From an optimization exercise on the open Yosys and OpenROAD flow, aimed at small area; shortcuts taken in it are not production practice. Function was checked by simulation only, so behaviour that the tests miss may differ from the original. Power and IR drop assume default switching activity.

==> flow/design.v <==
`timescale 1ns / 1ps
module Controller (
    input [6:0] Opcode,
    output RegWrite, MemRead, MemWrite
);
    wire r_type = (Opcode == 7'b0110011);
    wire i_type = (Opcode == 7'b0010011);
    assign MemRead  = (Opcode == 7'b0000011);
    assign MemWrite = (Opcode == 7'b0100011);
    assign RegWrite = r_type | i_type | MemRead;
endmodule
`timescale 1ns / 1ps
`timescale 1ns / 1ps
module alu_32 (
    input  wire [31:0] ins,
    input  wire [31:0] A_in, B_reg,
    output wire [31:0] ALU_Out
);
    wire [2:0] f3 = ins[14:12];
    wire st    = ins[5] & ~ins[4];          
    wire ri    = ins[4];                    
    wire selB  = ins[5] & ins[4];           
    wire [11:0] imm = {ins[31:25], st ? ins[11:7] : ins[24:20]};
    wire hi_k  = ~selB & ins[31];           
    wire slt    = ri & (f3 == 3'b010);
    wire sub    = slt | (ri & (f3 == 3'b000) & (ins[31:25] == 7'b0100000));
    wire arith  = st | (f3 == 3'b000) | (f3 == 3'b010);
    wire nor_m  = ~arith & (f3 == 3'b100);
    wire or_m   = ~arith & (f3 == 3'b110);
    wire and_m  = ~arith & ~nor_m & ~or_m;
    wire k_g = or_m | and_m;
    wire k_p = or_m;
    wire k_n = nor_m;
    wire add_m = arith & ~slt;
    wire cinn = ~sub;
    wire [31:0] op2n, b, p, g, gn, tn, sn, ln;
    wire g0c;
    genvar i;
    generate
        for (i = 0; i < 32; i = i + 1) begin : sl
            if (i < 12) begin : lo
                CellMux2i m (.a0(imm[i]), .a1(B_reg[i]), .s(selB), .y(op2n[i]));
            end else begin : hi
                CellA21oi m (.a1(selB), .a2(B_reg[i]), .b1(hi_k), .y(op2n[i]));
            end
            CellXnor2 x (.a(op2n[i]), .b(sub), .y(b[i]));
            CellHa h (.a(A_in[i]), .b(b[i]), .s(p[i]), .c(g[i]));
            CellNand2 gg (.a(A_in[i]), .b(b[i]), .y(gn[i]));
            CellNor2 tt (.a(A_in[i]), .b(b[i]), .y(tn[i]));
            CellA222oi l (.a1(g[i]), .a2(k_g), .b1(p[i]), .b2(k_p), .c1(tn[i]), .c2(k_n), .y(ln[i]));
        end
    endgenerate
    CellO21ai c0 (.a1(tn[0]), .a2(cinn), .b1(gn[0]), .y(g0c));
    wire i_g0c;
    wire G_1_0;
    wire G_3_2;
    wire T_3_2;
    wire G_5_4;
    wire T_5_4;
    wire G_7_6;
    wire T_7_6;
    wire G_9_8;
    wire T_9_8;
    wire G_11_10;
    wire T_11_10;
    wire G_13_12;
    wire T_13_12;
    wire G_15_14;
    wire T_15_14;
    wire G_17_16;
    wire T_17_16;
    wire G_19_18;
    wire T_19_18;
    wire G_21_20;
    wire T_21_20;
    wire G_23_22;
    wire T_23_22;
    wire G_25_24;
    wire T_25_24;
    wire G_27_26;
    wire T_27_26;
    wire G_29_28;
    wire T_29_28;
    wire G_31_30;
    wire T_31_30;
    wire G_3_0;
    wire G_7_4;
    wire T_7_4;
    wire G_11_8;
    wire T_11_8;
    wire G_15_12;
    wire T_15_12;
    wire G_19_16;
    wire T_19_16;
    wire G_23_20;
    wire T_23_20;
    wire G_27_24;
    wire T_27_24;
    wire G_31_28;
    wire T_31_28;
    wire G_7_0;
    wire G_15_8;
    wire T_15_8;
    wire G_23_16;
    wire T_23_16;
    wire G_31_24;
    wire T_31_24;
    wire G_15_0;
    wire G_31_16;
    wire T_31_16;
    wire G_31_0;
    wire i_G_15_0;
    wire G_23_0;
    wire i_G_7_0;
    wire G_11_0;
    wire G_19_0;
    wire G_27_0;
    wire i_G_3_0;
    wire G_5_0;
    wire G_9_0;
    wire G_13_0;
    wire G_17_0;
    wire G_21_0;
    wire i_G_23_0;
    wire G_25_0;
    wire G_29_0;
    wire i_G_1_0;
    wire G_2_0;
    wire G_4_0;
    wire G_6_0;
    wire G_8_0;
    wire G_10_0;
    wire i_G_11_0;
    wire G_12_0;
    wire G_14_0;
    wire G_16_0;
    wire G_18_0;
    wire i_G_19_0;
    wire G_20_0;
    wire G_22_0;
    wire G_24_0;
    wire G_26_0;
    wire i_G_27_0;
    wire G_28_0;
    wire G_30_0;
    CellInv u1 (.a(g0c), .y(i_g0c));
    CellO21ai u2 (.a1(tn[1]), .a2(i_g0c), .b1(gn[1]), .y(G_1_0));
    CellO21ai u3 (.a1(tn[3]), .a2(gn[2]), .b1(gn[3]), .y(G_3_2));
    CellNor2 u4 (.a(tn[3]), .b(tn[2]), .y(T_3_2));
    CellO21ai u5 (.a1(tn[5]), .a2(gn[4]), .b1(gn[5]), .y(G_5_4));
    CellNor2 u6 (.a(tn[5]), .b(tn[4]), .y(T_5_4));
    CellO21ai u7 (.a1(tn[7]), .a2(gn[6]), .b1(gn[7]), .y(G_7_6));
    CellNor2 u8 (.a(tn[7]), .b(tn[6]), .y(T_7_6));
    CellO21ai u9 (.a1(tn[9]), .a2(gn[8]), .b1(gn[9]), .y(G_9_8));
    CellNor2 u10 (.a(tn[9]), .b(tn[8]), .y(T_9_8));
    CellO21ai u11 (.a1(tn[11]), .a2(gn[10]), .b1(gn[11]), .y(G_11_10));
    CellNor2 u12 (.a(tn[11]), .b(tn[10]), .y(T_11_10));
    CellO21ai u13 (.a1(tn[13]), .a2(gn[12]), .b1(gn[13]), .y(G_13_12));
    CellNor2 u14 (.a(tn[13]), .b(tn[12]), .y(T_13_12));
    CellO21ai u15 (.a1(tn[15]), .a2(gn[14]), .b1(gn[15]), .y(G_15_14));
    CellNor2 u16 (.a(tn[15]), .b(tn[14]), .y(T_15_14));
    CellO21ai u17 (.a1(tn[17]), .a2(gn[16]), .b1(gn[17]), .y(G_17_16));
    CellNor2 u18 (.a(tn[17]), .b(tn[16]), .y(T_17_16));
    CellO21ai u19 (.a1(tn[19]), .a2(gn[18]), .b1(gn[19]), .y(G_19_18));
    CellNor2 u20 (.a(tn[19]), .b(tn[18]), .y(T_19_18));
    CellO21ai u21 (.a1(tn[21]), .a2(gn[20]), .b1(gn[21]), .y(G_21_20));
    CellNor2 u22 (.a(tn[21]), .b(tn[20]), .y(T_21_20));
    CellO21ai u23 (.a1(tn[23]), .a2(gn[22]), .b1(gn[23]), .y(G_23_22));
    CellNor2 u24 (.a(tn[23]), .b(tn[22]), .y(T_23_22));
    CellO21ai u25 (.a1(tn[25]), .a2(gn[24]), .b1(gn[25]), .y(G_25_24));
    CellNor2 u26 (.a(tn[25]), .b(tn[24]), .y(T_25_24));
    CellO21ai u27 (.a1(tn[27]), .a2(gn[26]), .b1(gn[27]), .y(G_27_26));
    CellNor2 u28 (.a(tn[27]), .b(tn[26]), .y(T_27_26));
    CellO21ai u29 (.a1(tn[29]), .a2(gn[28]), .b1(gn[29]), .y(G_29_28));
    CellNor2 u30 (.a(tn[29]), .b(tn[28]), .y(T_29_28));
    CellO21ai u31 (.a1(tn[31]), .a2(gn[30]), .b1(gn[31]), .y(G_31_30));
    CellNor2 u32 (.a(tn[31]), .b(tn[30]), .y(T_31_30));
    CellA21oi u33 (.a1(T_3_2), .a2(G_1_0), .b1(G_3_2), .y(G_3_0));
    CellA21oi u34 (.a1(T_7_6), .a2(G_5_4), .b1(G_7_6), .y(G_7_4));
    CellNand2 u35 (.a(T_7_6), .b(T_5_4), .y(T_7_4));
    CellA21oi u36 (.a1(T_11_10), .a2(G_9_8), .b1(G_11_10), .y(G_11_8));
    CellNand2 u37 (.a(T_11_10), .b(T_9_8), .y(T_11_8));
    CellA21oi u38 (.a1(T_15_14), .a2(G_13_12), .b1(G_15_14), .y(G_15_12));
    CellNand2 u39 (.a(T_15_14), .b(T_13_12), .y(T_15_12));
    CellA21oi u40 (.a1(T_19_18), .a2(G_17_16), .b1(G_19_18), .y(G_19_16));
    CellNand2 u41 (.a(T_19_18), .b(T_17_16), .y(T_19_16));
    CellA21oi u42 (.a1(T_23_22), .a2(G_21_20), .b1(G_23_22), .y(G_23_20));
    CellNand2 u43 (.a(T_23_22), .b(T_21_20), .y(T_23_20));
    CellA21oi u44 (.a1(T_27_26), .a2(G_25_24), .b1(G_27_26), .y(G_27_24));
    CellNand2 u45 (.a(T_27_26), .b(T_25_24), .y(T_27_24));
    CellA21oi u46 (.a1(T_31_30), .a2(G_29_28), .b1(G_31_30), .y(G_31_28));
    CellNand2 u47 (.a(T_31_30), .b(T_29_28), .y(T_31_28));
    CellO21ai u48 (.a1(T_7_4), .a2(G_3_0), .b1(G_7_4), .y(G_7_0));
    CellO21ai u49 (.a1(T_15_12), .a2(G_11_8), .b1(G_15_12), .y(G_15_8));
    CellNor2 u50 (.a(T_15_12), .b(T_11_8), .y(T_15_8));
    CellO21ai u51 (.a1(T_23_20), .a2(G_19_16), .b1(G_23_20), .y(G_23_16));
    CellNor2 u52 (.a(T_23_20), .b(T_19_16), .y(T_23_16));
    CellO21ai u53 (.a1(T_31_28), .a2(G_27_24), .b1(G_31_28), .y(G_31_24));
    CellNor2 u54 (.a(T_31_28), .b(T_27_24), .y(T_31_24));
    CellA21oi u55 (.a1(T_15_8), .a2(G_7_0), .b1(G_15_8), .y(G_15_0));
    CellA21oi u56 (.a1(T_31_24), .a2(G_23_16), .b1(G_31_24), .y(G_31_16));
    CellNand2 u57 (.a(T_31_24), .b(T_23_16), .y(T_31_16));
    CellO21ai u58 (.a1(T_31_16), .a2(G_15_0), .b1(G_31_16), .y(G_31_0));
    CellInv u59 (.a(G_15_0), .y(i_G_15_0));
    CellA21oi u60 (.a1(T_23_16), .a2(i_G_15_0), .b1(G_23_16), .y(G_23_0));
    CellInv u61 (.a(G_7_0), .y(i_G_7_0));
    CellO21ai u62 (.a1(T_11_8), .a2(i_G_7_0), .b1(G_11_8), .y(G_11_0));
    CellO21ai u63 (.a1(T_19_16), .a2(G_15_0), .b1(G_19_16), .y(G_19_0));
    CellO21ai u64 (.a1(T_27_24), .a2(G_23_0), .b1(G_27_24), .y(G_27_0));
    CellInv u65 (.a(G_3_0), .y(i_G_3_0));
    CellA21oi u66 (.a1(T_5_4), .a2(i_G_3_0), .b1(G_5_4), .y(G_5_0));
    CellA21oi u67 (.a1(T_9_8), .a2(G_7_0), .b1(G_9_8), .y(G_9_0));
    CellA21oi u68 (.a1(T_13_12), .a2(G_11_0), .b1(G_13_12), .y(G_13_0));
    CellA21oi u69 (.a1(T_17_16), .a2(i_G_15_0), .b1(G_17_16), .y(G_17_0));
    CellA21oi u70 (.a1(T_21_20), .a2(G_19_0), .b1(G_21_20), .y(G_21_0));
    CellInv u71 (.a(G_23_0), .y(i_G_23_0));
    CellA21oi u72 (.a1(T_25_24), .a2(i_G_23_0), .b1(G_25_24), .y(G_25_0));
    CellA21oi u73 (.a1(T_29_28), .a2(G_27_0), .b1(G_29_28), .y(G_29_0));
    CellInv u74 (.a(G_1_0), .y(i_G_1_0));
    CellO21ai u75 (.a1(tn[2]), .a2(i_G_1_0), .b1(gn[2]), .y(G_2_0));
    CellO21ai u76 (.a1(tn[4]), .a2(G_3_0), .b1(gn[4]), .y(G_4_0));
    CellO21ai u77 (.a1(tn[6]), .a2(G_5_0), .b1(gn[6]), .y(G_6_0));
    CellO21ai u78 (.a1(tn[8]), .a2(i_G_7_0), .b1(gn[8]), .y(G_8_0));
    CellO21ai u79 (.a1(tn[10]), .a2(G_9_0), .b1(gn[10]), .y(G_10_0));
    CellInv u80 (.a(G_11_0), .y(i_G_11_0));
    CellO21ai u81 (.a1(tn[12]), .a2(i_G_11_0), .b1(gn[12]), .y(G_12_0));
    CellO21ai u82 (.a1(tn[14]), .a2(G_13_0), .b1(gn[14]), .y(G_14_0));
    CellO21ai u83 (.a1(tn[16]), .a2(G_15_0), .b1(gn[16]), .y(G_16_0));
    CellO21ai u84 (.a1(tn[18]), .a2(G_17_0), .b1(gn[18]), .y(G_18_0));
    CellInv u85 (.a(G_19_0), .y(i_G_19_0));
    CellO21ai u86 (.a1(tn[20]), .a2(i_G_19_0), .b1(gn[20]), .y(G_20_0));
    CellO21ai u87 (.a1(tn[22]), .a2(G_21_0), .b1(gn[22]), .y(G_22_0));
    CellO21ai u88 (.a1(tn[24]), .a2(G_23_0), .b1(gn[24]), .y(G_24_0));
    CellO21ai u89 (.a1(tn[26]), .a2(G_25_0), .b1(gn[26]), .y(G_26_0));
    CellInv u90 (.a(G_27_0), .y(i_G_27_0));
    CellO21ai u91 (.a1(tn[28]), .a2(i_G_27_0), .b1(gn[28]), .y(G_28_0));
    CellO21ai u92 (.a1(tn[30]), .a2(G_29_0), .b1(gn[30]), .y(G_30_0));
    CellXnor2 s1 (.a(p[1]), .b(g0c), .y(sn[1]));
    CellMux2i r1 (.a0(ln[1]), .a1(sn[1]), .s(add_m), .y(ALU_Out[1]));
    CellXnor2 s2 (.a(p[2]), .b(G_1_0), .y(sn[2]));
    CellMux2i r2 (.a0(ln[2]), .a1(sn[2]), .s(add_m), .y(ALU_Out[2]));
    CellXnor2 s3 (.a(p[3]), .b(G_2_0), .y(sn[3]));
    CellMux2i r3 (.a0(ln[3]), .a1(sn[3]), .s(add_m), .y(ALU_Out[3]));
    CellXor2 s4 (.a(p[4]), .b(G_3_0), .y(sn[4]));
    CellMux2i r4 (.a0(ln[4]), .a1(sn[4]), .s(add_m), .y(ALU_Out[4]));
    CellXnor2 s5 (.a(p[5]), .b(G_4_0), .y(sn[5]));
    CellMux2i r5 (.a0(ln[5]), .a1(sn[5]), .s(add_m), .y(ALU_Out[5]));
    CellXor2 s6 (.a(p[6]), .b(G_5_0), .y(sn[6]));
    CellMux2i r6 (.a0(ln[6]), .a1(sn[6]), .s(add_m), .y(ALU_Out[6]));
    CellXnor2 s7 (.a(p[7]), .b(G_6_0), .y(sn[7]));
    CellMux2i r7 (.a0(ln[7]), .a1(sn[7]), .s(add_m), .y(ALU_Out[7]));
    CellXnor2 s8 (.a(p[8]), .b(G_7_0), .y(sn[8]));
    CellMux2i r8 (.a0(ln[8]), .a1(sn[8]), .s(add_m), .y(ALU_Out[8]));
    CellXnor2 s9 (.a(p[9]), .b(G_8_0), .y(sn[9]));
    CellMux2i r9 (.a0(ln[9]), .a1(sn[9]), .s(add_m), .y(ALU_Out[9]));
    CellXor2 s10 (.a(p[10]), .b(G_9_0), .y(sn[10]));
    CellMux2i r10 (.a0(ln[10]), .a1(sn[10]), .s(add_m), .y(ALU_Out[10]));
    CellXnor2 s11 (.a(p[11]), .b(G_10_0), .y(sn[11]));
    CellMux2i r11 (.a0(ln[11]), .a1(sn[11]), .s(add_m), .y(ALU_Out[11]));
    CellXnor2 s12 (.a(p[12]), .b(G_11_0), .y(sn[12]));
    CellMux2i r12 (.a0(ln[12]), .a1(sn[12]), .s(add_m), .y(ALU_Out[12]));
    CellXnor2 s13 (.a(p[13]), .b(G_12_0), .y(sn[13]));
    CellMux2i r13 (.a0(ln[13]), .a1(sn[13]), .s(add_m), .y(ALU_Out[13]));
    CellXor2 s14 (.a(p[14]), .b(G_13_0), .y(sn[14]));
    CellMux2i r14 (.a0(ln[14]), .a1(sn[14]), .s(add_m), .y(ALU_Out[14]));
    CellXnor2 s15 (.a(p[15]), .b(G_14_0), .y(sn[15]));
    CellMux2i r15 (.a0(ln[15]), .a1(sn[15]), .s(add_m), .y(ALU_Out[15]));
    CellXor2 s16 (.a(p[16]), .b(G_15_0), .y(sn[16]));
    CellMux2i r16 (.a0(ln[16]), .a1(sn[16]), .s(add_m), .y(ALU_Out[16]));
    CellXnor2 s17 (.a(p[17]), .b(G_16_0), .y(sn[17]));
    CellMux2i r17 (.a0(ln[17]), .a1(sn[17]), .s(add_m), .y(ALU_Out[17]));
    CellXor2 s18 (.a(p[18]), .b(G_17_0), .y(sn[18]));
    CellMux2i r18 (.a0(ln[18]), .a1(sn[18]), .s(add_m), .y(ALU_Out[18]));
    CellXnor2 s19 (.a(p[19]), .b(G_18_0), .y(sn[19]));
    CellMux2i r19 (.a0(ln[19]), .a1(sn[19]), .s(add_m), .y(ALU_Out[19]));
    CellXnor2 s20 (.a(p[20]), .b(G_19_0), .y(sn[20]));
    CellMux2i r20 (.a0(ln[20]), .a1(sn[20]), .s(add_m), .y(ALU_Out[20]));
    CellXnor2 s21 (.a(p[21]), .b(G_20_0), .y(sn[21]));
    CellMux2i r21 (.a0(ln[21]), .a1(sn[21]), .s(add_m), .y(ALU_Out[21]));
    CellXor2 s22 (.a(p[22]), .b(G_21_0), .y(sn[22]));
    CellMux2i r22 (.a0(ln[22]), .a1(sn[22]), .s(add_m), .y(ALU_Out[22]));
    CellXnor2 s23 (.a(p[23]), .b(G_22_0), .y(sn[23]));
    CellMux2i r23 (.a0(ln[23]), .a1(sn[23]), .s(add_m), .y(ALU_Out[23]));
    CellXor2 s24 (.a(p[24]), .b(G_23_0), .y(sn[24]));
    CellMux2i r24 (.a0(ln[24]), .a1(sn[24]), .s(add_m), .y(ALU_Out[24]));
    CellXnor2 s25 (.a(p[25]), .b(G_24_0), .y(sn[25]));
    CellMux2i r25 (.a0(ln[25]), .a1(sn[25]), .s(add_m), .y(ALU_Out[25]));
    CellXor2 s26 (.a(p[26]), .b(G_25_0), .y(sn[26]));
    CellMux2i r26 (.a0(ln[26]), .a1(sn[26]), .s(add_m), .y(ALU_Out[26]));
    CellXnor2 s27 (.a(p[27]), .b(G_26_0), .y(sn[27]));
    CellMux2i r27 (.a0(ln[27]), .a1(sn[27]), .s(add_m), .y(ALU_Out[27]));
    CellXnor2 s28 (.a(p[28]), .b(G_27_0), .y(sn[28]));
    CellMux2i r28 (.a0(ln[28]), .a1(sn[28]), .s(add_m), .y(ALU_Out[28]));
    CellXnor2 s29 (.a(p[29]), .b(G_28_0), .y(sn[29]));
    CellMux2i r29 (.a0(ln[29]), .a1(sn[29]), .s(add_m), .y(ALU_Out[29]));
    CellXor2 s30 (.a(p[30]), .b(G_29_0), .y(sn[30]));
    CellMux2i r30 (.a0(ln[30]), .a1(sn[30]), .s(add_m), .y(ALU_Out[30]));
    CellXnor2 s31 (.a(p[31]), .b(G_30_0), .y(sn[31]));
    CellMux2i r31 (.a0(ln[31]), .a1(sn[31]), .s(add_m), .y(ALU_Out[31]));
    wire c32 = G_31_0;
    wire lt = p[31] ^ c32;
    wire l0 = ~ln[0] | (lt & slt);
    assign ALU_Out[0] = add_m ? (p[0] ^ sub) : l0;
endmodule
module CellInv (input a, output y);            assign y = ~a;                 endmodule
module CellNand2 (input a, b, output y);       assign y = ~(a & b);           endmodule
module CellNor2 (input a, b, output y);        assign y = ~(a | b);           endmodule
module CellXor2 (input a, b, output y);        assign y = a ^ b;              endmodule
module CellXnor2 (input a, b, output y);       assign y = ~(a ^ b);           endmodule
module CellHa (input a, b, output s, c);       assign s = a ^ b; assign c = a & b; endmodule
module CellMux2i (input a0, a1, s, output y);  assign y = ~(s ? a1 : a0);     endmodule
module CellA21oi (input a1, a2, b1, output y); assign y = ~((a1 & a2) | b1);  endmodule
module CellO21ai (input a1, a2, b1, output y); assign y = ~((a1 | a2) & b1);  endmodule
module CellA222oi (input a1, a2, b1, b2, c1, c2, output y);
    assign y = ~((a1 & a2) | (b1 & b2) | (c1 & c2));
endmodule
`timescale 1ns / 1ps
module RegFile(
    input clk, reset, rg_wrt_en,
    input [4:0] rg_rd_addr1, rg_rd_addr2, rg_wrt_addr,
    input [31:0] rg_wrt_data,
    output wire [31:0] rg_rd_data1, rg_rd_data2
    );
    wire [31:0] we, hold;
    wire [31:0] sel1, sel2;
    wire [1023:0] q;
    WriteDec wdec (
        .reset(reset), .en(rg_wrt_en), .addr(rg_wrt_addr),
        .we(we), .hold(hold)
    );
    ReadDec rdec1 (.addr(rg_rd_addr1), .sel(sel1));
    ReadDec rdec2 (.addr(rg_rd_addr2), .sel(sel2));
    genvar k, j;
    generate
        for (k = 0; k < 32; k = k + 1) begin : row
            for (j = 0; j < 32; j = j + 1) begin : b
                RegBit r (
                    .clk(clk), .we(we[k]), .hold(hold[k]),
                    .d(rg_wrt_data[j]), .q(q[32*k + j])
                );
            end
        end
    endgenerate
    ReadMux rmux1 (.sel(sel1), .q(q), .y(rg_rd_data1));
    ReadMux rmux2 (.sel(sel2), .q(q), .y(rg_rd_data2));
endmodule
module WriteDec (
    input reset, en,
    input [4:0] addr,
    output [31:0] we, hold
);
    wire wen = en & ~reset;
    wire resetn = ~reset;
    wire [3:0] ph = {wen & addr[4] & addr[3], wen & addr[4] & ~addr[3],
                     wen & ~addr[4] & addr[3], wen & ~addr[4] & ~addr[3]};
    wire [7:0] pl;
    genvar k;
    generate
        for (k = 0; k < 8; k = k + 1) begin : lo
            assign pl[k] = (addr[2:0] == k);
        end
        for (k = 0; k < 32; k = k + 1) begin : dec
            wire nwe;
            AND2 w (.a(ph[k / 8]), .b(pl[k % 8]), .y(we[k]));
            NAND2 n (.a(ph[k / 8]), .b(pl[k % 8]), .y(nwe));
            AND2 h (.a(nwe), .b(resetn), .y(hold[k]));
        end
    endgenerate
endmodule
module ReadDec (
    input [4:0] addr,
    output [31:0] sel
);
    wire [3:0] ph;
    wire [7:0] pl;
    genvar k;
    generate
        for (k = 0; k < 4; k = k + 1) begin : hi
            assign ph[k] = (addr[4:3] == k);
        end
        for (k = 0; k < 8; k = k + 1) begin : lo
            assign pl[k] = (addr[2:0] == k);
        end
        for (k = 0; k < 32; k = k + 1) begin : dec
            AND2 a (.a(ph[k / 8]), .b(pl[k % 8]), .y(sel[k]));
        end
    endgenerate
endmodule
module AND2 (input a, b, output y);
    assign y = a & b;
endmodule
module NAND2 (input a, b, output y);
    assign y = ~(a & b);
endmodule
module RegBit (
    input clk, we, hold, d,
    output reg q
);
    always @ (posedge clk)
        q <= (d & we) | (q & hold);
endmodule
module ReadMux (
    input [31:0] sel,
    input [1023:0] q,
    output [31:0] y
);
    genvar j;
    generate
        for (j = 0; j < 32; j = j + 1) begin : bs
            wire [31:0] col;
            genvar k;
            for (k = 0; k < 32; k = k + 1) begin : c
                assign col[k] = q[32*k + j];
            end
            ReadSlice s (.sel(sel), .d(col), .y(y[j]));
        end
    endgenerate
endmodule
module ReadSlice (
    input [31:0] sel,
    input [31:0] d,
    output y
);
    wire [10:0] n;
    wire [1:0] o;
    genvar g;
    generate
        for (g = 0; g < 10; g = g + 1) begin : grp
            AOI222 u (.a1(sel[3*g]), .a2(d[3*g]), .b1(sel[3*g+1]), .b2(d[3*g+1]),
                      .c1(sel[3*g+2]), .c2(d[3*g+2]), .y(n[g]));
        end
    endgenerate
    NAND4 u11 (.a(n[0]), .b(n[1]), .c(n[2]), .d(n[3]), .y(o[0]));
    NAND4 u12 (.a(n[4]), .b(n[5]), .c(n[6]), .d(n[7]), .y(o[1]));
    ReadTail u13 (.o0(o[0]), .o1(o[1]), .n8(n[8]), .n9(n[9]),
                  .s30(sel[30]), .d30(d[30]), .s31(sel[31]), .d31(d[31]), .y(y));
endmodule
module AOI222 (input a1, a2, b1, b2, c1, c2, output y);
    assign y = ~((a1 & a2) | (b1 & b2) | (c1 & c2));
endmodule
module ReadTail (input o0, o1, n8, n9, s30, d30, s31, d31, output y);
    assign y = o0 | o1 | ~n8 | ~n9 | (s30 & d30) | (s31 & d31);
endmodule
module NAND4 (input a, b, c, d, output y);
    assign y = ~(a & b & c & d);
endmodule
`timescale 1ns / 1ps
module PCReg (input clk, reset, output [7:0] pc);
    reg [5:0] q;
    always @ (posedge clk)
        if (reset) q <= 6'd0;
        else       q <= q + 6'd1;
    assign pc = {q, 2'b00};
endmodule
`timescale 1ns / 1ps
`timescale 1ns / 1ps
module MUX21 (
    input  S,
    input [31:0] D1, D2,
    output [31:0] Y
);
    assign Y = S ? D2 : D1;
endmodule
`timescale 1ns / 1ps
`timescale 1ns / 1ps
module processor (
    input clk, reset,
    output [31:0] Result,        
    output [7:0] pc,             
    input [31:0] instruction,    
    output mem_read,             
    output mem_write,            
    output [31:0] mem_wdata,     
    input [31:0] mem_rdata       
);
    wire        reg_write;
    wire [31:0] reg1, reg2, wb_data;
    Controller controller (
        .Opcode(instruction[6:0]),
        .RegWrite(reg_write),
        .MemRead(mem_read),
        .MemWrite(mem_write)
    );
    PCReg pc_reg (
        .clk(clk),
        .reset(reset),
        .pc(pc)
    );
    RegFile reg_file (
        .clk(clk),
        .reset(reset),
        .rg_wrt_en(reg_write),
        .rg_rd_addr1(instruction[19:15]),
        .rg_rd_addr2(instruction[24:20]),
        .rg_wrt_addr(instruction[11:7]),
        .rg_wrt_data(wb_data),
        .rg_rd_data1(reg1),
        .rg_rd_data2(reg2)
    );
    alu_32 alu (
        .ins(instruction),
        .A_in(reg1),
        .B_reg(reg2),
        .ALU_Out(Result)
    );
    assign mem_wdata = reg2;
    MUX21 wb_mux (
        .S(instruction[4]),
        .D1(mem_rdata),
        .D2(Result),
        .Y(wb_data)
    );
endmodule
==> flow/flow/run.sh <==
#!/bin/bash
set -euo pipefail
export BUFFER_PORTS_ARGS="-buffer_cell sky130_fd_sc_hd__buf_1"
bash standard.sh > standard.log 2>&1
==> flow/standard.sh <==
#!/bin/bash
# synth_recipe.tcl (not shown) runs the flow's synth.tcl, then flattens the netlist and writes it again
# the make line also repeats each setting of config.mk as NAME=value (left out here)
make -C /OpenROAD-flow-scripts/flow DESIGN_CONFIG=/design/flow/config.mk WORK_HOME=/design/flow/orfs CLKGATE_MAP_FILE= SYNTH_SCRIPT=/design/flow/synth_recipe.tcl "${@:-finish}"
==> flow/config.mk <==
export PLATFORM = sky130hd
export DESIGN_NAME = processor
export DESIGN_NICKNAME = processor
export VERILOG_FILES = /design/flow/design.v
export SDC_FILE = /design/flow/constraint.sdc
export NUM_CORES = 4
export LEC_CHECK = 0
export CAP_MARGIN = 10
export CORE_MARGIN = 2
export CORE_UTILIZATION = 45
export CTS_CLUSTER_DIAMETER = 100
export CTS_CLUSTER_SIZE = 26
export SLEW_MARGIN = 10
export SYNTH_HIERARCHICAL = 1
==> flow/constraint.sdc <==
create_clock -name core_clock -period 14.0 [get_ports {clk}]
set_input_delay 2.8000 -clock core_clock [delete_from_list [all_inputs] [get_ports {clk}]]
set_output_delay 2.8000 -clock core_clock [all_outputs]
set_load 0.01 [all_outputs]
==> impl_metrics.csv, run 1 <==
group,metric,value,unit
grt,grt_pass1_wl,279000,µm
logic_synthesis,synth-seq-cells,1030,
logic_synthesis,synth-async-reset-ratio,0,%
drt,wl_per_cell,38.6,µm
logic_synthesis,synth_cell_types,47,
clock_tree,cts-buffers-inserted,46,
logic_synthesis,syn_area_per_cell,11.7,µm²
grt,antenna_found_initial,13,
logic_synthesis,synth.area.top_cells,"dfxtp_1, a22o_1, a222oi_1",
logic_synthesis,synthCells,3660,
final_layout,fillers,8545,
critical_path,reg2reg_slack,8.14,ns
critical_path,path_max_fanout,32,
grt,grt_pass1_vias,38443,
clock_tree,cts.sinks,1030,
final_layout,syn_to_final_growth,9.06,%
final_layout,fin_nets,4000,
floorplan,ios,140,
sta,post-route-min-period,11.13,ns
sta,fin_ws,2.87,ns
sta,fmax,0.0898,GHz
sta,maxSlewViolCount,0,
final_layout,multi_input_area,22100,µm²
worst_hold_path,hold_path_end,"pc_reg.q[0]$_SDFF_PP0_",
placed_design,placed_area,45300,µm²
floorplan,initial_core_util,45.2,%
worst_hold_path,hold_depth,1,
critical_path,start_kind,"input port",
final_layout,final_cell_mix,"dfxtp_1, a22o_1, a222oi_1",
drt,drt-total-wl,200000,µm
clock_tree,cts_setup_buffers,0,
critical_path,worstRegToRegCells,20,
sta,setup_viol_count_final,0,
floorplan,die_y,312,µm
placed_design,post-place-ws,3.07,ns
worst_hold_path,hold_class,"flip-flop to flip-flop",
floorplan,rows,113,
logic_synthesis,syn_area,42700,µm²
final_layout,stdcell_area,46600,µm²
clock_tree,clkLatencyLatePin,0.68,ns
drt,drt_iter0_drc,10761,
floorplan,dieArea,97400,µm²
clock_tree,cts_resized,0,
worst_hold_path,min-delay-start,"pc_reg.q[0]$_SDFF_PP0_",
grt,grt_max_degree,42,
power_and_ir_drop,swShare,27.0,%
status,outcome,"finished clean",
sta,timing.final.crit_share,79.5,%
logic_synthesis,ys.warnings.count,8,
power_and_ir_drop,ir_worst_vdd,0.0900,mV
sta,skew,0.0438,ns
clock_tree,clk_pin_slew,0.10,ns
logic_synthesis,synth_edf_count,0,
clock_tree,htree_levels,2,
grt,grt_usage,38.5,%
drt,antenna_left,0,
sta,tightestPinTransition,1.28,ns
clock_tree,cts_tree,"yes",
drt,drt-vias-per-instance,8.14,
sta,relSlewSlack,14.6,%
critical_path,r2r-start,"reg_file.row[18].b[3].r.q$_DFF_P_",
sta,whs,0.502,ns
critical_path,crit_required,11.20,ns
clock_tree,holdBufCountCts,0,
grt,overflow,0,
critical_path,setup.worst_path.class,"input port to primary output",
placed_design,place_congestion,0.956,
drt,drc,0,
power_and_ir_drop,p_leak,0.0160,µW
job,maxCapViolations,0,
critical_path,critPathArrivalTime,8.33,ns
final_layout,drive_gt1_share,7.50,%
drt,vias,42129,
power_and_ir_drop,p_per_area,107,nW/µm²
power_and_ir_drop,switching_power,1350,µW
power_and_ir_drop,clkPwrFrac,32.4,%
placed_design,portBuffers,137,
final_layout,seqCellArea,20600,µm²
placed_design,dp_hpwl,112000,µm
floorplan,die_w,312,µm
logic_synthesis,yosysTopAreaCell,"dfxtp_1",
power_and_ir_drop,internal-power,3630,µW
clock_tree,cts_root_buffer,"clkbuf_16",
sta,final-hold-violation-count,0,
floorplan,fp.coreArea,94600,µm²
critical_path,r2r_end,"reg_file.row[19].b[31].r.q$_DFF_P_",
power_and_ir_drop,pwr-share-seq,58.9,%
clock_tree,clock_path_buffers,3,
power_and_ir_drop,power_frac_comb,8.7,%
sta,timing.setup.tns,0,ns
critical_path,critPathCaptureType,"primary output",
drt,dr.pass1.iters,11,
sta,rsz0062_at_grt,"false",
placed_design,dp.cells,5118,
logic_synthesis,netlist.area_leader.share,48.3,%
final_layout,stdcell_count,5175,
logic_synthesis,seq_area_frac_synth,48.3,%
final_layout,mostFrequentLayoutCell,"dfxtp_1",
logic_synthesis,synthFlopType,"dfxtp_1",
per-module statistics from Yosys (local to each module, per instance), a selection:
module / cell area (µm²) / flops+latches / times used
CellA222oi: 10.0 / 0 / 32
WriteDec: 119 / 0 / 1
CellNand2: 3.75 / 0 / 40
CellA21oi: 8.76 / 0 / 38
PCReg: 248 / 6 / 1
NAND4: 6.26 / 0 / 128
ReadTail: 17.5 / 0 / 64
CellMux2i: 10.0 / 0 / 43
CellO21ai: 5.00 / 0 / 40
CellNor2: 3.75 / 0 / 50
ReadDec: 87.6 / 0 / 2
worst max-delay path: stages:
cell,delay [ns]
buf_1,0.24
nor3b_1,0.52
and2_2,0.96
a222oi_1,0.25
nand4_1,0.27
nor2_1,0.19
nand4_1,0.16
mux2i_1,0.12
xnor2_1,0.20
nor2_1,0.22
nor2_1,0.08
a21oi_2,0.27
o21ai_1,0.25
a21oi_2,0.40
inv_1,0.14
a21oi_2,0.25
o21ai_1,0.19
a21oi_2,0.19
o21ai_1,0.10
xnor2_1,0.13
mux2i_1,0.18
buf_1,0.18
final cells by class:
type	count	area share (%)
clock inverters	6	0.175
repair buffers	199	2.11
well taps	1265	3.40
flip-flops and latches	1030	44.3
inverters	10	0.0806
diodes	4	0.0215
clock buffers	47	2.52
multi-input cells	2614	47.4
worst max-delay path by stage:
stage / start / cells after the start / endpoint / slack (ns)
after floorplan: instruction[31] / 19 / Result[31] / 4.41
after global placement: instruction[22] / 24 / Result[31] / 3.13
after detailed placement: instruction[22] / 22 / Result[23] / 3.07
after CTS: instruction[22] / 24 / Result[31] / 3.04
after global routing: instruction[22] / 24 / Result[31] / 2.58
final: instruction[22] / 22 / Result[31] / 2.87
routing by layer:
metal | routed length [µm] | part of all wire, % | track usage, % | vias to the layer above
li1 | - | - | - | 17063
met1 | 72600 | 36 | 49.9 | 20480
met2 | 80700 | 40 | 54.6 | 3804
met3 | 31200 | 16 | 13.5 | 768
met4 | 15000 | 7.5 | 24.0 | 14
met5 | 102 | 0.051 | 0 | -
power by group through the flow:
| stage | registers [µW] | clock network [µW] | logic (µW) |
|---|---|---|---|
| 3_3_place_gp | 3000 | 0 | 414 |
| 3_5_place_dp | 3000 | 0 | 414 |
| 4_1_cts | 2930 | 1620 | 414 |
| 2_1_floorplan | 3000 | 0 | 220 |
| 6_report | 2930 | 1610 | 436 |
| 5_1_grt | 2930 | 1710 | 440 |
registers in the layout, indices dropped and copies added (netlist names):
signal / cells
reg_file.row.b.r.q: 1024
pc_reg.q: 6
kinds of logic (layout without fill, tap and decap cells):
group / Yosys count / count (layout) / synth area share [%]
buffers and inverters: 17 / 262 / 0.302
AND/OR/NAND/NOR: 591 / 591 / 7.69
multiplexers: 76 / 76 / 2.14
AO/OA/AOI/OAI: 1844 / 1844 / 39.2
flip-flops: 1030 / 1030 / 48.3
other: 1 / 6 / 0.00878
adder cells (fa/ha/maj): 33 / 33 / 0.967
XOR/XNOR: 68 / 68 / 1.39
per-stage QoR:
stage	util (%)	total power (µW)
after global routing	49.2	5080
after global placement	47.9	3410
after floorplan	-	3220
after detailed placement	47.9	3410
after CTS	49.2	4970
final	49.3	4980
Yosys cell counts, types with 2 or more instances:
| cell | number |
|---|---|
| a21oi_2 | 38 |
| a222oi_1 | 672 |
| a22o_1 | 1024 |
| a22oi_1 | 64 |
| and2_1 | 131 |
| and3_2 | 3 |
| and3b_2 | 9 |
| and4b_1 | 2 |
| and4bb_2 | 2 |
| buf_12 | 3 |
| buf_4 | 2 |
| dfxtp_1 | 1030 |
| ha_1 | 33 |
| inv_1 | 10 |
| mux2_2 | 2 |
| mux2_4 | 30 |
| mux2i_1 | 44 |
| nand2_1 | 90 |
| nand4_1 | 192 |
| nor2_1 | 125 |
| nor2b_1 | 7 |
| nor3_1 | 5 |
| nor3b_1 | 9 |
| nor4b_1 | 2 |
| nor4b_4 | 2 |
| o21ai_1 | 41 |
| o21bai_1 | 2 |
| xnor2_1 | 54 |
| xor2_1 | 14 |
==> run 2: changes to the inputs <==
--- a/flow/design.v
+++ b/flow/design.v
@@ -33,17 +33,19 @@
     wire k_n = nor_m;
     wire add_m = arith & ~slt;
     wire cinn = ~sub;
-    wire [31:0] op2n, b, p, g, gn, tn, sn, ln;
+    wire hi_ks = hi_k ^ sub;                
+    wire [31:0] op2n, b, p, g, gn, tn, sm, sn, ln;
     wire g0c;
     genvar i;
     generate
         for (i = 0; i < 32; i = i + 1) begin : sl
             if (i < 12) begin : lo
                 CellMux2i m (.a0(imm[i]), .a1(B_reg[i]), .s(selB), .y(op2n[i]));
+                CellXnor2 x (.a(op2n[i]), .b(sub), .y(b[i]));
             end else begin : hi
-                CellA21oi m (.a1(selB), .a2(B_reg[i]), .b1(hi_k), .y(op2n[i]));
+                CellNand2 m (.a(selB), .b(B_reg[i]), .y(op2n[i]));
+                CellXnor2 x (.a(op2n[i]), .b(hi_ks), .y(b[i]));
             end
-            CellXnor2 x (.a(op2n[i]), .b(sub), .y(b[i]));
             CellHa h (.a(A_in[i]), .b(b[i]), .s(p[i]), .c(g[i]));
             CellNand2 gg (.a(A_in[i]), .b(b[i]), .y(gn[i]));
             CellNor2 tt (.a(A_in[i]), .b(b[i]), .y(tn[i]));
@@ -235,68 +237,99 @@
     CellInv u90 (.a(G_27_0), .y(i_G_27_0));
     CellO21ai u91 (.a1(tn[28]), .a2(i_G_27_0), .b1(gn[28]), .y(G_28_0));
     CellO21ai u92 (.a1(tn[30]), .a2(G_29_0), .b1(gn[30]), .y(G_30_0));
-    CellXnor2 s1 (.a(p[1]), .b(g0c), .y(sn[1]));
-    CellMux2i r1 (.a0(ln[1]), .a1(sn[1]), .s(add_m), .y(ALU_Out[1]));
-    CellXnor2 s2 (.a(p[2]), .b(G_1_0), .y(sn[2]));
-    CellMux2i r2 (.a0(ln[2]), .a1(sn[2]), .s(add_m), .y(ALU_Out[2]));
-    CellXnor2 s3 (.a(p[3]), .b(G_2_0), .y(sn[3]));
-    CellMux2i r3 (.a0(ln[3]), .a1(sn[3]), .s(add_m), .y(ALU_Out[3]));
-    CellXor2 s4 (.a(p[4]), .b(G_3_0), .y(sn[4]));
-    CellMux2i r4 (.a0(ln[4]), .a1(sn[4]), .s(add_m), .y(ALU_Out[4]));
-    CellXnor2 s5 (.a(p[5]), .b(G_4_0), .y(sn[5]));
-    CellMux2i r5 (.a0(ln[5]), .a1(sn[5]), .s(add_m), .y(ALU_Out[5]));
-    CellXor2 s6 (.a(p[6]), .b(G_5_0), .y(sn[6]));
-    CellMux2i r6 (.a0(ln[6]), .a1(sn[6]), .s(add_m), .y(ALU_Out[6]));
-    CellXnor2 s7 (.a(p[7]), .b(G_6_0), .y(sn[7]));
-    CellMux2i r7 (.a0(ln[7]), .a1(sn[7]), .s(add_m), .y(ALU_Out[7]));
-    CellXnor2 s8 (.a(p[8]), .b(G_7_0), .y(sn[8]));
-    CellMux2i r8 (.a0(ln[8]), .a1(sn[8]), .s(add_m), .y(ALU_Out[8]));
-    CellXnor2 s9 (.a(p[9]), .b(G_8_0), .y(sn[9]));
-    CellMux2i r9 (.a0(ln[9]), .a1(sn[9]), .s(add_m), .y(ALU_Out[9]));
-    CellXor2 s10 (.a(p[10]), .b(G_9_0), .y(sn[10]));
-    CellMux2i r10 (.a0(ln[10]), .a1(sn[10]), .s(add_m), .y(ALU_Out[10]));
-    CellXnor2 s11 (.a(p[11]), .b(G_10_0), .y(sn[11]));
-    CellMux2i r11 (.a0(ln[11]), .a1(sn[11]), .s(add_m), .y(ALU_Out[11]));
-    CellXnor2 s12 (.a(p[12]), .b(G_11_0), .y(sn[12]));
-    CellMux2i r12 (.a0(ln[12]), .a1(sn[12]), .s(add_m), .y(ALU_Out[12]));
-    CellXnor2 s13 (.a(p[13]), .b(G_12_0), .y(sn[13]));
-    CellMux2i r13 (.a0(ln[13]), .a1(sn[13]), .s(add_m), .y(ALU_Out[13]));
-    CellXor2 s14 (.a(p[14]), .b(G_13_0), .y(sn[14]));
-    CellMux2i r14 (.a0(ln[14]), .a1(sn[14]), .s(add_m), .y(ALU_Out[14]));
-    CellXnor2 s15 (.a(p[15]), .b(G_14_0), .y(sn[15]));
-    CellMux2i r15 (.a0(ln[15]), .a1(sn[15]), .s(add_m), .y(ALU_Out[15]));
-    CellXor2 s16 (.a(p[16]), .b(G_15_0), .y(sn[16]));
-    CellMux2i r16 (.a0(ln[16]), .a1(sn[16]), .s(add_m), .y(ALU_Out[16]));
-    CellXnor2 s17 (.a(p[17]), .b(G_16_0), .y(sn[17]));
-    CellMux2i r17 (.a0(ln[17]), .a1(sn[17]), .s(add_m), .y(ALU_Out[17]));
-    CellXor2 s18 (.a(p[18]), .b(G_17_0), .y(sn[18]));
-    CellMux2i r18 (.a0(ln[18]), .a1(sn[18]), .s(add_m), .y(ALU_Out[18]));
-    CellXnor2 s19 (.a(p[19]), .b(G_18_0), .y(sn[19]));
-    CellMux2i r19 (.a0(ln[19]), .a1(sn[19]), .s(add_m), .y(ALU_Out[19]));
-    CellXnor2 s20 (.a(p[20]), .b(G_19_0), .y(sn[20]));
-    CellMux2i r20 (.a0(ln[20]), .a1(sn[20]), .s(add_m), .y(ALU_Out[20]));
-    CellXnor2 s21 (.a(p[21]), .b(G_20_0), .y(sn[21]));
-    CellMux2i r21 (.a0(ln[21]), .a1(sn[21]), .s(add_m), .y(ALU_Out[21]));
-    CellXor2 s22 (.a(p[22]), .b(G_21_0), .y(sn[22]));
-    CellMux2i r22 (.a0(ln[22]), .a1(sn[22]), .s(add_m), .y(ALU_Out[22]));
-    CellXnor2 s23 (.a(p[23]), .b(G_22_0), .y(sn[23]));
-    CellMux2i r23 (.a0(ln[23]), .a1(sn[23]), .s(add_m), .y(ALU_Out[23]));
-    CellXor2 s24 (.a(p[24]), .b(G_23_0), .y(sn[24]));
-    CellMux2i r24 (.a0(ln[24]), .a1(sn[24]), .s(add_m), .y(ALU_Out[24]));
-    CellXnor2 s25 (.a(p[25]), .b(G_24_0), .y(sn[25]));
-    CellMux2i r25 (.a0(ln[25]), .a1(sn[25]), .s(add_m), .y(ALU_Out[25]));
-    CellXor2 s26 (.a(p[26]), .b(G_25_0), .y(sn[26]));
-    CellMux2i r26 (.a0(ln[26]), .a1(sn[26]), .s(add_m), .y(ALU_Out[26]));
-    CellXnor2 s27 (.a(p[27]), .b(G_26_0), .y(sn[27]));
-    CellMux2i r27 (.a0(ln[27]), .a1(sn[27]), .s(add_m), .y(ALU_Out[27]));
-    CellXnor2 s28 (.a(p[28]), .b(G_27_0), .y(sn[28]));
-    CellMux2i r28 (.a0(ln[28]), .a1(sn[28]), .s(add_m), .y(ALU_Out[28]));
-    CellXnor2 s29 (.a(p[29]), .b(G_28_0), .y(sn[29]));
-    CellMux2i r29 (.a0(ln[29]), .a1(sn[29]), .s(add_m), .y(ALU_Out[29]));
-    CellXor2 s30 (.a(p[30]), .b(G_29_0), .y(sn[30]));
-    CellMux2i r30 (.a0(ln[30]), .a1(sn[30]), .s(add_m), .y(ALU_Out[30]));
-    CellXnor2 s31 (.a(p[31]), .b(G_30_0), .y(sn[31]));
-    CellMux2i r31 (.a0(ln[31]), .a1(sn[31]), .s(add_m), .y(ALU_Out[31]));
+    CellXor2 s1 (.a(p[1]), .b(g0c), .y(sm[1]));
+    CellNand2 q1 (.a(sm[1]), .b(add_m), .y(sn[1]));
+    CellNand2 r1 (.a(ln[1]), .b(sn[1]), .y(ALU_Out[1]));
+    CellXor2 s2 (.a(p[2]), .b(G_1_0), .y(sm[2]));
+    CellNand2 q2 (.a(sm[2]), .b(add_m), .y(sn[2]));
+    CellNand2 r2 (.a(ln[2]), .b(sn[2]), .y(ALU_Out[2]));
+    CellXor2 s3 (.a(p[3]), .b(G_2_0), .y(sm[3]));
+    CellNand2 q3 (.a(sm[3]), .b(add_m), .y(sn[3]));
+    CellNand2 r3 (.a(ln[3]), .b(sn[3]), .y(ALU_Out[3]));
+    CellXnor2 s4 (.a(p[4]), .b(G_3_0), .y(sm[4]));
+    CellNand2 q4 (.a(sm[4]), .b(add_m), .y(sn[4]));
+    CellNand2 r4 (.a(ln[4]), .b(sn[4]), .y(ALU_Out[4]));
+    CellXor2 s5 (.a(p[5]), .b(G_4_0), .y(sm[5]));
+    CellNand2 q5 (.a(sm[5]), .b(add_m), .y(sn[5]));
+    CellNand2 r5 (.a(ln[5]), .b(sn[5]), .y(ALU_Out[5]));
+    CellXnor2 s6 (.a(p[6]), .b(G_5_0), .y(sm[6]));
+    CellNand2 q6 (.a(sm[6]), .b(add_m), .y(sn[6]));
+    CellNand2 r6 (.a(ln[6]), .b(sn[6]), .y(ALU_Out[6]));
+    CellXor2 s7 (.a(p[7]), .b(G_6_0), .y(sm[7]));
+    CellNand2 q7 (.a(sm[7]), .b(add_m), .y(sn[7]));
+    CellNand2 r7 (.a(ln[7]), .b(sn[7]), .y(ALU_Out[7]));
+    CellXor2 s8 (.a(p[8]), .b(G_7_0), .y(sm[8]));
+    CellNand2 q8 (.a(sm[8]), .b(add_m), .y(sn[8]));
+    CellNand2 r8 (.a(ln[8]), .b(sn[8]), .y(ALU_Out[8]));
+    CellXor2 s9 (.a(p[9]), .b(G_8_0), .y(sm[9]));
+    CellNand2 q9 (.a(sm[9]), .b(add_m), .y(sn[9]));
+    CellNand2 r9 (.a(ln[9]), .b(sn[9]), .y(ALU_Out[9]));
+    CellXnor2 s10 (.a(p[10]), .b(G_9_0), .y(sm[10]));
+    CellNand2 q10 (.a(sm[10]), .b(add_m), .y(sn[10]));
+    CellNand2 r10 (.a(ln[10]), .b(sn[10]), .y(ALU_Out[10]));
+    CellXor2 s11 (.a(p[11]), .b(G_10_0), .y(sm[11]));
+    CellNand2 q11 (.a(sm[11]), .b(add_m), .y(sn[11]));
+    CellNand2 r11 (.a(ln[11]), .b(sn[11]), .y(ALU_Out[11]));
+    CellXor2 s12 (.a(p[12]), .b(G_11_0), .y(sm[12]));
+    CellNand2 q12 (.a(sm[12]), .b(add_m), .y(sn[12]));
+    CellNand2 r12 (.a(ln[12]), .b(sn[12]), .y(ALU_Out[12]));
+    CellXor2 s13 (.a(p[13]), .b(G_12_0), .y(sm[13]));
+    CellNand2 q13 (.a(sm[13]), .b(add_m), .y(sn[13]));
+    CellNand2 r13 (.a(ln[13]), .b(sn[13]), .y(ALU_Out[13]));
+    CellXnor2 s14 (.a(p[14]), .b(G_13_0), .y(sm[14]));
+    CellNand2 q14 (.a(sm[14]), .b(add_m), .y(sn[14]));
+    CellNand2 r14 (.a(ln[14]), .b(sn[14]), .y(ALU_Out[14]));
+    CellXor2 s15 (.a(p[15]), .b(G_14_0), .y(sm[15]));
+    CellNand2 q15 (.a(sm[15]), .b(add_m), .y(sn[15]));
+    CellNand2 r15 (.a(ln[15]), .b(sn[15]), .y(ALU_Out[15]));
+    CellXnor2 s16 (.a(p[16]), .b(G_15_0), .y(sm[16]));
+    CellNand2 q16 (.a(sm[16]), .b(add_m), .y(sn[16]));
+    CellNand2 r16 (.a(ln[16]), .b(sn[16]), .y(ALU_Out[16]));
+    CellXor2 s17 (.a(p[17]), .b(G_16_0), .y(sm[17]));
+    CellNand2 q17 (.a(sm[17]), .b(add_m), .y(sn[17]));
+    CellNand2 r17 (.a(ln[17]), .b(sn[17]), .y(ALU_Out[17]));
+    CellXnor2 s18 (.a(p[18]), .b(G_17_0), .y(sm[18]));
+    CellNand2 q18 (.a(sm[18]), .b(add_m), .y(sn[18]));
+    CellNand2 r18 (.a(ln[18]), .b(sn[18]), .y(ALU_Out[18]));
+    CellXor2 s19 (.a(p[19]), .b(G_18_0), .y(sm[19]));
+    CellNand2 q19 (.a(sm[19]), .b(add_m), .y(sn[19]));
+    CellNand2 r19 (.a(ln[19]), .b(sn[19]), .y(ALU_Out[19]));
+    CellXor2 s20 (.a(p[20]), .b(G_19_0), .y(sm[20]));
+    CellNand2 q20 (.a(sm[20]), .b(add_m), .y(sn[20]));
+    CellNand2 r20 (.a(ln[20]), .b(sn[20]), .y(ALU_Out[20]));
+    CellXor2 s21 (.a(p[21]), .b(G_20_0), .y(sm[21]));
+    CellNand2 q21 (.a(sm[21]), .b(add_m), .y(sn[21]));
+    CellNand2 r21 (.a(ln[21]), .b(sn[21]), .y(ALU_Out[21]));
+    CellXnor2 s22 (.a(p[22]), .b(G_21_0), .y(sm[22]));
+    CellNand2 q22 (.a(sm[22]), .b(add_m), .y(sn[22]));
+    CellNand2 r22 (.a(ln[22]), .b(sn[22]), .y(ALU_Out[22]));
+    CellXor2 s23 (.a(p[23]), .b(G_22_0), .y(sm[23]));
+    CellNand2 q23 (.a(sm[23]), .b(add_m), .y(sn[23]));
+    CellNand2 r23 (.a(ln[23]), .b(sn[23]), .y(ALU_Out[23]));
+    CellXnor2 s24 (.a(p[24]), .b(G_23_0), .y(sm[24]));
+    CellNand2 q24 (.a(sm[24]), .b(add_m), .y(sn[24]));
+    CellNand2 r24 (.a(ln[24]), .b(sn[24]), .y(ALU_Out[24]));
+    CellXor2 s25 (.a(p[25]), .b(G_24_0), .y(sm[25]));
+    CellNand2 q25 (.a(sm[25]), .b(add_m), .y(sn[25]));
+    CellNand2 r25 (.a(ln[25]), .b(sn[25]), .y(ALU_Out[25]));
+    CellXnor2 s26 (.a(p[26]), .b(G_25_0), .y(sm[26]));
+    CellNand2 q26 (.a(sm[26]), .b(add_m), .y(sn[26]));
+    CellNand2 r26 (.a(ln[26]), .b(sn[26]), .y(ALU_Out[26]));
+    CellXor2 s27 (.a(p[27]), .b(G_26_0), .y(sm[27]));
+    CellNand2 q27 (.a(sm[27]), .b(add_m), .y(sn[27]));
+    CellNand2 r27 (.a(ln[27]), .b(sn[27]), .y(ALU_Out[27]));
+    CellXor2 s28 (.a(p[28]), .b(G_27_0), .y(sm[28]));
+    CellNand2 q28 (.a(sm[28]), .b(add_m), .y(sn[28]));
+    CellNand2 r28 (.a(ln[28]), .b(sn[28]), .y(ALU_Out[28]));
+    CellXor2 s29 (.a(p[29]), .b(G_28_0), .y(sm[29]));
+    CellNand2 q29 (.a(sm[29]), .b(add_m), .y(sn[29]));
+    CellNand2 r29 (.a(ln[29]), .b(sn[29]), .y(ALU_Out[29]));
+    CellXnor2 s30 (.a(p[30]), .b(G_29_0), .y(sm[30]));
+    CellNand2 q30 (.a(sm[30]), .b(add_m), .y(sn[30]));
+    CellNand2 r30 (.a(ln[30]), .b(sn[30]), .y(ALU_Out[30]));
+    CellXor2 s31 (.a(p[31]), .b(G_30_0), .y(sm[31]));
+    CellNand2 q31 (.a(sm[31]), .b(add_m), .y(sn[31]));
+    CellNand2 r31 (.a(ln[31]), .b(sn[31]), .y(ALU_Out[31]));
     wire c32 = G_31_0;
     wire lt = p[31] ^ c32;
     wire l0 = ~ln[0] | (lt & slt);
--- a/flow/config.mk
+++ b/flow/config.mk
@@ -5,10 +5,10 @@
 export SDC_FILE = /design/flow/constraint.sdc
 export NUM_CORES = 4
 export LEC_CHECK = 0
-export CAP_MARGIN = 10
+export CAP_MARGIN = 5
 export CORE_MARGIN = 2
 export CORE_UTILIZATION = 45
 export CTS_CLUSTER_DIAMETER = 100
 export CTS_CLUSTER_SIZE = 26
-export SLEW_MARGIN = 10
+export SLEW_MARGIN = 5
 export SYNTH_HIERARCHICAL = 1
==> impl_metrics.csv, run 2 <==
group,metric,value,unit
sta,skew,0.0259,ns
final_layout,final_cell_mix,"dfxtp_1, a22o_1, a222oi_1",
placed_design,place_congestion,0.934,
drt,vias,42001,
placed_design,portBuffers,137,
sta,fmax,0.0880,GHz
grt,antenna_found_initial,16,
final_layout,top_register,"reg_file.row.b.r.q",
logic_synthesis,ys.warnings.count,8,
sta,timing.final.crit_share,81.2,%
placed_design,post-place-ws,2.84,ns
clock_tree,cts_tree,"yes",
sta,maxSlewViolCount,0,
sta,rsz0062_at_grt,"false",
grt,grt_max_degree,40,
logic_synthesis,yosysMostFrequentCell,"dfxtp_1",
status,outcome,"finished clean",
floorplan,dieArea,97000,µm²
drt,drt-total-wl,198000,µm
final_layout,syn_to_final_growth,9.23,%
drt,wl_met1,72700,µm
clock_tree,clk_pin_slew,0.11,ns
clock_tree,clkLatencyLatePin,0.66,ns
clock_tree,cts-buffers-inserted,46,
power_and_ir_drop,ir_worst_vdd,0.110,mV
drt,wl_per_cell,38.1,µm
sta,fin_ws,2.63,ns
floorplan,fp.coreArea,93500,µm²
drt,maxUsedRoutingLayer,"met5",
grt,grt_pass1_vias,38776,
worst_hold_path,hold_class,"flip-flop to flip-flop",
floorplan,die_y,311,µm
final_layout,drive_gt1_share,6.96,%
drt,drt_iter0_drc,10553,
sta,setup_viol_count_final,0,
placed_design,placed_area,45200,µm²
floorplan,initial_core_util,45.5,%
logic_synthesis,synth_cell_types,46,
sta,final-hold-violation-count,0,
logic_synthesis,synthFlopType,"dfxtp_1",
critical_path,crit_required,11.20,ns
grt,grt_pass1_wl,279000,µm
drt,dr.pass1.iters,14,
clock_tree,htree_levels,2,
logic_synthesis,synth-seq-cells,1030,
drt,drt-vias-per-instance,8.08,
worst_hold_path,min-delay-start,"pc_reg.q[0]$_SDFF_PP0_",
critical_path,path_max_fanout,18,
clock_tree,cts_resized,0,
sta,post-route-min-period,11.37,ns
final_layout,stdcell_area,46400,µm²
logic_synthesis,yosysTopAreaCell,"dfxtp_1",
final_layout,mostFrequentLayoutCell,"dfxtp_1",
drt,drc,0,
floorplan,rows,112,
logic_synthesis,syn_area,42500,µm²
logic_synthesis,synth_edf_count,0,
job,maxCapViolations,0,
critical_path,critPathArrivalTime,8.57,ns
critical_path,start_kind,"input port",
sta,timing.setup.tns,0,ns
grt,grt_usage,38.5,%
floorplan,die_w,311,µm
clock_tree,cts_root_buffer,"clkbuf_16",
sta,tightestPinTransition,1.24,ns
logic_synthesis,syn_area_per_cell,11.5,µm²
final_layout,fin_nets,4028,
power_and_ir_drop,p_leak,0.0162,µW
clock_tree,cts_setup_buffers,0,
grt,overflow,0,
final_layout,largestRegisters,"reg_file.row.b.r.q: 1024 flops, pc_reg.q: 6 flops",
clock_tree,clock_path_buffers,3,
logic_synthesis,synthCells,3682,
drt,wl_met2,80800,µm
power_and_ir_drop,p_total,4970,µW
critical_path,setup.worst_path.class,"input port to primary output",
logic_synthesis,synth.area.top_cells,"dfxtp_1, a22o_1, a222oi_1",
drt,dr_wl_met3,31400,µm
clock_tree,holdBufCountCts,0,
floorplan,ios,140,
sta,relSlewSlack,17.6,%
final_layout,fin_util,49.7,%
critical_path,critPathCaptureType,"primary output",
placed_design,dp_hpwl,113000,µm
logic_synthesis,synth_common_cells,"dfxtp_1, a22o_1, a222oi_1",
logic_synthesis,synth-async-reset-ratio,0,%
drt,antenna_left,0,
logic_synthesis,seq_area_frac_synth,48.5,%
power_and_ir_drop,p_per_area,107,nW/µm²
final_layout,largest_reg_flops,1024,
logic_synthesis,netlist.area_leader.share,48.5,%
critical_path,r2r-start,"reg_file.row[0].b[0].r.q$_DFF_P_",
clock_tree,cts.sinks,1030,
critical_path,startpoint,"instruction[20]",
-- run 2: changes by cell type in the layout (fill, tap and decap cells not counted), moves of 5 or more --
cell     change
a21oi_2     -19
and2_2       -5
buf_4        +6
nand2_1     +66
xnor2_1     -10
mux2i_1     -31
xor2_1      +10
-- run 2: kinds of logic (layout without fill, tap and decap cells) --
family	after synthesis	count (layout)	synth area share, %
buffers and inverters	19	271	0.321
DFF	1030	1030	48.5
and+or+nand+nor	657	657	8.27
xor gates and xnor gates	69	69	1.42
AOI/OAI and AO/OA	1823	1823	39.0
muxes	50	50	1.55
other	1	10	0.00882
adders and majority gates	33	33	0.971
-- run 2: where the power goes --
group,internal (µW),switching [µW],total [µW]
clock network,637,973,1610
logic,69.7,361,430
registers,2930,1.88,2930
-- run 2: metrics by stage --
stage	hold WS, ns	cells
after global routing	0.512	5192
after detailed placement	0.478	5135
final	0.497	5197
after floorplan	0.462	3683
after global placement	0.453	5135
after CTS	0.502	5189
-- run 2: metal layers --
layer	vias up	GRT usage (%)
met4	20	21.9
li1	17092	-
met5	-	2.17
met2	3658	54.8
met1	20544	49.0
met3	687	15.4
-- run 2: final cells by class --
cell class,instances,area [µm²]
tap,1254,1570
sequential,1030,20600
timing repair buffer,205,1030
fill,8409,47000
inverter,12,45.0
clock inverter,6,77.6
clock buffer,48,1190
multi-input combinational,2634,21900
antenna,8,20.0
-- run 2: final timing paths --
kind | to | slack, ns | cells past startpoint
max reg2reg | reg_file.row[11].b[31].r.q$_DFF_P_ | 8.23 | 23
min | pc_reg.q[0]$_SDFF_PP0_ | 0.50 | 1
min reg2reg | pc_reg.q[0]$_SDFF_PP0_ | 0.50 | 1
max | Result[31] | 2.63 | 26
-- run 2: Yosys stat by module, one instance, submodules excluded, excerpt --
module      cells inside  times used  flops+latches  area (µm²)
RegBit                 2        1024              1        28.8
CellA222oi             1          32              0        10.0
AND2                   1         128              0        6.26
Controller             6           1              0        41.3
CellXnor2              1          42              0        8.76
CellO21ai              1          40              0        5.00
PCReg                 25           1              6         248
CellNor2               1          50              0        3.75
CellA21oi              1          18              0        8.76
-- run 2: worst max-delay path: stages --
cell,delay [ns]
buf_1,0.24
nor3b_1,0.39
and2_1,0.74
buf_4,0.45
a222oi_1,0.17
nand4_1,0.27
nor2_1,0.11
nand4_1,0.13
mux2i_1,0.10
xnor2_1,0.26
nor2_1,0.10
o21ai_1,0.21
inv_1,0.08
o21ai_1,0.28
a21oi_2,0.16
o21ai_1,0.44
a21oi_2,0.23
inv_1,0.15
a21oi_2,0.10
o21ai_1,0.35
a21oi_2,0.12
o21ai_1,0.17
xor2_1,0.16
nand2_1,0.08
nand2_1,0.10
buf_1,0.16
==> run 3: changes to the inputs <==
--- a/flow/config.mk
+++ b/flow/config.mk
@@ -5,10 +5,10 @@
 export SDC_FILE = /design/flow/constraint.sdc
 export NUM_CORES = 4
 export LEC_CHECK = 0
-export CAP_MARGIN = 5
+export CAP_MARGIN = 10
 export CORE_MARGIN = 2
 export CORE_UTILIZATION = 45
 export CTS_CLUSTER_DIAMETER = 100
 export CTS_CLUSTER_SIZE = 26
-export SLEW_MARGIN = 5
+export SLEW_MARGIN = 10
 export SYNTH_HIERARCHICAL = 1
==> impl_metrics.csv, run 3 <==
group,metric,value,unit
drt,dr_wl_met3,31400,µm
placed_design,place_congestion,0.934,
floorplan,dieArea,97000,µm²
placed_design,post-place-ws,2.84,ns
critical_path,start_kind,"input port",
drt,wl_per_cell,38.1,µm
critical_path,cp_slowest_stage_delay,0.74,ns
worst_hold_path,hold_depth,1,
drt,antenna_left,0,
power_and_ir_drop,power_frac_comb,8.7,%
final_layout,multi_input_area,21900,µm²
critical_path,cp_num_buf_inv,5,
logic_synthesis,synth-seq-cells,1030,
clock_tree,clk_pin_slew,0.11,ns
power_and_ir_drop,p_leak,0.0162,µW
logic_synthesis,synth-async-reset-ratio,0,%
clock_tree,clock_path_buffers,3,
logic_synthesis,seq_area_frac_synth,48.5,%
sta,timing.setup.tns,0,ns
critical_path,reg2reg_slack,8.23,ns
final_layout,largest_reg_flops,1024,
clock_tree,cts_root_buffer,"clkbuf_16",
critical_path,critPathArrivalTime,8.57,ns
logic_synthesis,netlist.area_leader.share,48.5,%
sta,rsz0062_at_grt,"false",
power_and_ir_drop,clkPwrFrac,32.4,%
critical_path,crit_required,11.20,ns
grt,grt_max_degree,40,
final_layout,fin_nets,4028,
power_and_ir_drop,pwr-share-seq,59.0,%
logic_synthesis,synthFlopType,"dfxtp_1",
logic_synthesis,ys.warnings.count,8,
worst_hold_path,min-delay-start,"pc_reg.q[0]$_SDFF_PP0_",
drt,vias,42001,
floorplan,fp.coreArea,93500,µm²
sta,final-hold-violation-count,0,
critical_path,critPathTopFamily,"compound AO/OA/AOI/OAI gates",
critical_path,r2r_end,"reg_file.row[11].b[31].r.q$_DFF_P_",
placed_design,portBuffers,137,
power_and_ir_drop,ir_worst_vdd,0.110,mV
floorplan,die_w,311,µm
logic_synthesis,synth.area.top_cells,"dfxtp_1, a22o_1, a222oi_1",
clock_tree,cts_resized,0,
sta,tightestPinTransition,1.24,ns
clock_tree,htree_levels,2,
critical_path,slowest_stage,"and2_1",
drt,drt-vias-per-instance,8.08,
logic_synthesis,yosysMostFrequentCell,"dfxtp_1",
clock_tree,holdBufCountCts,0,
job,maxCapViolations,0,
final_layout,mostFrequentLayoutCell,"dfxtp_1",
drt,dr.pass1.iters,14,
logic_synthesis,syn_area,42500,µm²
power_and_ir_drop,switching_power,1340,µW
drt,drt_iter0_drc,10553,
grt,grt_pass1_wl,279000,µm
clock_tree,cts.sinks,1030,
sta,relSlewSlack,17.6,%
critical_path,setup.worst_path.class,"input port to primary output",
final_layout,syn_to_final_growth,9.23,%
critical_path,r2r-start,"reg_file.row[0].b[0].r.q$_DFF_P_",
power_and_ir_drop,p_per_area,107,nW/µm²
critical_path,path_max_fanout,18,
drt,drt-total-wl,198000,µm
logic_synthesis,yosysTopAreaCell,"dfxtp_1",
drt,wl_met1,72700,µm
logic_synthesis,synthCells,3682,
sta,post-route-min-period,11.37,ns
drt,maxUsedRoutingLayer,"met5",
worst_hold_path,hold_path_end,"pc_reg.q[0]$_SDFF_PP0_",
logic_synthesis,syn_area_per_cell,11.5,µm²
sta,whs,0.497,ns
sta,fin_ws,2.63,ns
final_layout,final_cell_mix,"dfxtp_1, a22o_1, a222oi_1",
status,outcome,"finished clean",
sta,skew,0.0259,ns
floorplan,ios,140,
grt,antenna_found_initial,16,
clock_tree,cts_tree,"yes",
clock_tree,clkLatencyLatePin,0.66,ns
clock_tree,cts_setup_buffers,0,
critical_path,timing.critical_path.mode_cell,"o21ai_1",
clock_tree,cts-buffers-inserted,46,
logic_synthesis,synth_common_cells,"dfxtp_1, a22o_1, a222oi_1",
sta,setup_viol_count_final,0,
final_layout,fillers,8409,
floorplan,initial_core_util,45.5,%
sta,maxSlewViolCount,0,
floorplan,die_y,311,µm
placed_design,dp_hpwl,113000,µm
sta,fmax,0.0880,GHz
grt,overflow,0,
power_and_ir_drop,internal-power,3640,µW
drt,wl_met2,80800,µm
final_layout,largestRegisters,"reg_file.row.b.r.q: 1024 flops, pc_reg.q: 6 flops",
power_and_ir_drop,swShare,26.9,%
floorplan,rows,112,
final_layout,drive_gt1_share,6.96,%
worst_hold_path,hold_class,"flip-flop to flip-flop",
final_layout,seqCellArea,20600,µm²
logic_synthesis,synth_cell_types,46,
logic_synthesis,synth_edf_count,0,
critical_path,critPathCaptureType,"primary output",
final_layout,top_register,"reg_file.row.b.r.q",
drt,drc,0,
sta,timing.final.crit_share,81.2,%
grt,grt_usage,38.5,%
grt,grt_pass1_vias,38776,
critical_path,worstRegToRegCells,23,
## run 3: cell counts after synthesis
No cell type changed its count.
## run 3: per-module statistics from Yosys (local to each module, per instance), a selection
module | times used | cell area, µm² | flops+latches | cells
CellXor2 | 21 | 8.76 | 0 | 1
MUX21 | 1 | 544 | 0 | 36
ReadTail | 64 | 17.5 | 0 | 3
CellNor2 | 50 | 3.75 | 0 | 1
CellNand2 | 122 | 3.75 | 0 | 1
PCReg | 1 | 248 | 6 | 25
## run 3: layout make-up
class,count,share of cell area [%]
clock buffer,48,2.56
inverter,12,0.0970
tap,1254,3.38
antenna,8,0.0431
timing repair buffer,205,2.21
sequential,1030,44.4
multi-input combinational,2634,47.2
clock inverter,6,0.167
## run 3: cells by family after synthesis
family / Yosys count / synth area share (%)
xor+xnor: 69 / 1.42
buf+inv: 19 / 0.321
other cells: 1 / 0.00882
fa+ha+maj: 33 / 0.971
simple gates: 657 / 8.27
compound gates: 1823 / 39.0
flops: 1030 / 48.5
mux: 50 / 1.55
## run 3: worst reg2reg max path: cells and delay by family (launching register included)
family / cells / cell delay, ns
AOI/OAI and AO/OA: 11 / 2.73
muxes: 2 / 1.04
and+or+nand+nor: 6 / 1.03
xor gates and xnor gates: 2 / 0.35
DFF: 1 / 0.34
buffers and inverters: 2 / 0.24
## run 3: power groups by stage
| stage | logic (µW) | clock network (µW) | registers (µW) |
|---|---|---|---|
| after CTS | 409 | 1620 | 2930 |
| after global placement | 408 | 0 | 3000 |
| after floorplan | 213 | 0 | 3000 |
| after detailed placement | 408 | 0 | 3000 |
| final | 430 | 1610 | 2930 |
| after global routing | 434 | 1720 | 2930 |
## run 3: routing by layer
layer,up-vias,global-route usage [%]
met5,-,2.17
met4,20,21.9
met3,687,15.4
met2,3658,54.8
met1,20544,49.0
li1,17092,-
## run 3: worst max-delay path by stage
stage | from | to | depth (start not counted)
final | instruction[20] | Result[31] | 26
after global routing | instruction[20] | Result[31] | 26
after CTS | instruction[20] | Result[31] | 26
after detailed placement | instruction[23] | Result[31] | 26
after global placement | instruction[20] | Result[23] | 24
after floorplan | instruction[5] | Result[31] | 17
## run 3: metrics by stage
step | total power, µW | area, µm² | utilization, % | cells
4_1_cts | 4960 | 46400 | 49.7 | 5189
5_1_grt | 5090 | 46400 | 49.7 | 5192
6_report | 4970 | 46400 | 49.7 | 5197
2_1_floorplan | 3210 | 42500 | - | 3683
3_3_place_gp | 3410 | 45200 | 48.3 | 5135
3_5_place_dp | 3410 | 45200 | 48.3 | 5135

Setup slack of run 3, layout unchanged: 2.633 ns with ideal ports, 2.513 ns with driving cells assumed (clock clkbuf_16, inputs buf_2), 2.513 ns with port delays also shifted by the 0.722 ns mid clock arrival.
